Background: an optimization exercise with open tools, aiming at small area. Do not read the settings as production practice. In this exercise RTL edits were held to simulation tests only and were not proved equivalent to the original. Power and IR drop assume default switching activity.

Setup of run A:
==> flow/design.v <==
`timescale 1ns / 1ps
module ddr_ctrl(
    input                       clk                     ,
    input                       rst                     ,
    input                       init_calib_complete     ,
    input       [63:0]          app_rd_data             ,
    input                       app_rd_data_end         ,
    input                       app_rd_data_valid       ,
    input                       app_rdy                 ,
    input                       app_wdf_rdy             ,
    output  wire[31:0]          app_addr                ,
    output  wire[2:0]           app_cmd                 ,
    output  reg                 app_en                  ,
    output  wire[63:0]          app_wdf_data            ,
    output  wire[31:0]          app_wdf_mask            ,
    output  wire                app_wdf_end             ,
    output  wire                app_wdf_wren            ,
    output  reg                 ddrdata_test_err
  );
    reg                         rd                      ;
    reg                         cnt0                    ;
    reg         [7:1]           cnth                    ;
    reg         [7:0]           bcnt                    ;
    wire        [7:0]           cnt     = {cnth, cnt0};
    wire        go      = app_rdy & app_wdf_rdy;
    wire        nz      = |cnt;
    wire        last    = cnt[7] & cnt[6] & cnt[2] & cnt[1];
    wire        fin     = app_en & go & last;
    assign  app_wdf_wren        =   app_en & ~rd & go;
    assign  app_wdf_end         =   app_wdf_wren;
    assign  app_cmd             =   {2'b00, rd};
    assign  app_addr            =   {19'd0, rd ? {cnt, 2'd0} : {2'd0, cnt}, 3'd0};
    assign  app_wdf_data        =   {56'd0, cnt};
    assign  app_wdf_mask        =   32'd0;
    always @(posedge clk or posedge rst)
    begin
        if (rst)
        begin
            app_en  <= 1'b0;
            rd      <= 1'b1;
        end
        else if (app_en)
        begin
            if (go & last)
            begin
                app_en  <= 1'b0;
                rd      <= ~rd;
            end
        end
        else if (nz)
        begin
            if (rd & init_calib_complete)
                rd      <= 1'b0;
        end
        else if (go)
            app_en  <= 1'b1;
    end
    wire        cinc    = app_en ? go & ~last : ~rd & nz;
    wire        cclr    = fin | (~app_en & rd & nz & init_calib_complete);
    wire        [7:0]   cld     = {2'b00, rd, rd, 1'b0, rd, rd, rd};
    wire        [7:0]   cnxt    = fin ? cld : cclr ? 8'd0 : cnt + {7'd0, cinc};
    always @(posedge clk or posedge rst)
    begin
        if (rst)
            cnt0    <= 1'b1;
        else
            cnt0    <= cnxt[0];
    end
    always @(posedge clk)
        cnth    <= cnxt[7:1];
    always @(posedge clk)
    begin
        if (app_en & ~rd)
            bcnt    <= 8'd0;
        else if (app_rd_data_valid)
            bcnt    <= bcnt + 8'd1;
    end
    always @(posedge clk or posedge rst)
    begin
        if (rst)
            ddrdata_test_err    <= 1'b0;
        else if (app_rd_data_valid && app_rd_data != {56'd0, bcnt})
            ddrdata_test_err    <= 1'b1;
    end
endmodule
Settings: LEC_CHECK=0, CAP_MARGIN=20, CORE_MARGIN=2, CORE_UTILIZATION=40, SLEW_MARGIN=20; clock period 5.0 ns.
standard.sh (not shown) runs the stock make flow with config.mk's settings and CLKGATE_MAP_FILE= SYNTH_SCRIPT=/design/flow/synth_recipe.tcl, a recipe that flattens the netlist after the stock synthesis.
==> flow/flow/run.sh <==
#!/bin/bash
# The standard ORFS layout (standard.sh's make command) with these changes:
#  - synthesis maps logic with an area-oriented abc script (flow/synth.tcl);
#  - port buffers are the smallest buffer, buf_1;
#  - the constant outputs share one tie cell instead of one tie cell each;
#  - clock tree synthesis uses clkbuf_2/clkbuf_4 and adds no dummy loads.
# ORFS writes each step's full log under orfs/logs; make's output goes to standard.log.
set -euo pipefail
here=$(pwd)
export MY_ABC_SCRIPT="$here/flow/abc_area.script"
export BUFFER_PORTS_ARGS="-buffer_cell sky130_fd_sc_hd__buf_1"
export SKIP_REPAIR_TIE_FANOUT=1
export CTS_ARGS="-sink_clustering_enable -repair_clock_nets -dont_use_dummy_load -buf_list {sky130_fd_sc_hd__clkbuf_2 sky130_fd_sc_hd__clkbuf_4}"
sed "s#SYNTH_SCRIPT=[^ ]*#SYNTH_SCRIPT=$here/flow/synth.tcl#" standard.sh > my_standard.sh
grep -q "SYNTH_SCRIPT=$here/flow/synth.tcl" my_standard.sh
bash my_standard.sh > standard.log 2>&1
==> flow/flow/abc_area.script <==
&get -n
&st
&dch -f
&nf -a -R 1000
&put
==> flow/flow/synth.tcl <==
# synth_recipe.tcl (the standard synthesis) with one change: abc maps the logic with
# an area-oriented script (abc_area.script beside this file) instead of ORFS's speed
# script. Registers, the fsm/share passes, flattening and renaming are unchanged.
proc synth {args} { yosys synth -nofsm -noshare {*}$args }
proc abc {args} {
  set i [lsearch -exact $args -script]
  if {$i >= 0} { lset args [expr {$i + 1}] $::env(MY_ABC_SCRIPT) }
  yosys abc {*}$args
}
source $::env(SCRIPTS_DIR)/synth.tcl
# left out here: clear keep_hierarchy, flatten, clean up, hide names made inside functions, write 1_2_yosys.v
[inputs] run B vs run A
==> flow/design.v <==
`timescale 1ns / 1ps
module ddr_ctrl(
    input                       clk                     ,
    input                       rst                     ,
    input                       init_calib_complete     ,
    input       [63:0]          app_rd_data             ,
    input                       app_rd_data_end         ,
    input                       app_rd_data_valid       ,
    input                       app_rdy                 ,
    input                       app_wdf_rdy             ,
    output  wire[31:0]          app_addr                ,
    output  wire[2:0]           app_cmd                 ,
    output  reg                 app_en                  ,
    output  wire[63:0]          app_wdf_data            ,
    output  wire[31:0]          app_wdf_mask            ,
    output  wire                app_wdf_end             ,
    output  wire                app_wdf_wren            ,
    output  reg                 ddrdata_test_err
  );
    reg                         rd                      ;
    reg                         pn                      ;
    reg         [7:0]           cnt                     ;
    reg         [7:0]           bcnt                    ;
    wire        go      = app_rdy & app_wdf_rdy;
    wire        last    = cnt[7] & cnt[6] & cnt[2] & cnt[1];
    wire        pend    = cnt[7] & cnt[6] & cnt[3];
    assign  app_wdf_wren        =   app_en & ~rd & go;
    assign  app_wdf_end         =   app_wdf_wren;
    assign  app_cmd             =   {2'b00, rd};
    assign  app_addr            =   {19'd0, rd ? {cnt, 2'd0} : {2'd0, cnt}, 3'd0};
    assign  app_wdf_data        =   {56'd0, cnt};
    assign  app_wdf_mask        =   32'd0;
    always @(posedge clk or posedge rst)
    begin
        if (rst)
        begin
            app_en  <= 1'b0;
            rd      <= 1'b0;
            pn      <= 1'b0;
        end
        else if (app_en)
        begin
            if (go & last)
            begin
                app_en  <= 1'b0;
                rd      <= 1'b1;
                pn      <= ~rd;
            end
        end
        else if (!pn)
        begin
            if (rd)
            begin
                if (pend)
                begin
                    rd      <= 1'b0;
                    pn      <= 1'b1;
                end
            end
            else if (init_calib_complete)
                pn      <= 1'b1;
        end
        else if (go)
            app_en  <= 1'b1;
    end
    wire        cinc    = app_en ? go : (~pn & rd);
    wire        cclr    = app_en ? (go & last) : (~pn & (~rd | pend));
    always @(posedge clk)
        cnt     <= cclr ? 8'd0 : cnt + {7'd0, cinc};
    always @(posedge clk)
    begin
        if (!rd)
            bcnt    <= 8'd0;
        else if (app_rd_data_valid)
            bcnt    <= bcnt + 8'd1;
    end
    always @(posedge clk or posedge rst)
    begin
        if (rst)
            ddrdata_test_err    <= 1'b0;
        else if (app_rd_data_valid && app_rd_data != {56'd0, bcnt})
            ddrdata_test_err    <= 1'b1;
    end
endmodule
==> run summary <==
On multiplexer fraction of the synthesized cell area, run A and run B are neck and neck. Max met3 routed wirelength across run A and run B: run A. Diff run A -> run B: met2 wire length closely matched the old numbers, multi-input combinational cell count decreased by 0.93% relative to the old numbers, post-synthesis share of cell area spent on xor and xnor gates increased by 0.45 points relative to the old numbers, clock sink total increased by 1 relative to the old numbers. Register-to-register setup slack: run B better than run A. | worst setup slack | higher: run A |. Of run A and run B, run B shows the higher global-route track usage on met2, with run A below it. In the tables for run A and run B, power per standard cell area reads higher with run B. On run B: global-route usage over all layers is 0.18 points lower than what run A gave. Run A reports its last element of the critical path as app_wdf_wren while run B reports app_wdf_end.

[afterwards: timing with drivers on the ports]
How much do the figures lean on ideal ports? The routed layouts below were timed once more, with nothing changed but the port constraints. Step 1, drivers: a clkbuf_16 drives clk and a buf_2 each remaining input, both assumed. Step 2 adds t to the input delays and takes it off the output delays; t is the mean of the earliest and latest rising clock arrival at the registers after step 1. Input paths then give back, and output paths get back, about the clock's delay inside the block. Slacks: no drivers / after step 1 / after step 2; pairs: no drivers / after step 1.
run | t (ns) | setup slack, ns | worst setup path after step 2 | latest minus earliest clock arrival (ns) | pins driven straight from the clock port
run A | 0.303 | 2.398 / 2.378 / 2.402 | input to register | 0.021 / 0.021 | 1
run B | 0.310 | 2.346 / 2.323 / 2.323 | input to output | 0.017 / 0.017 | 1
After both steps setup and hold are still met in every run listed. For run B, which loses most, drivers alone change the setup slack by -0.023 ns; drivers and shift together by -0.023 ns.
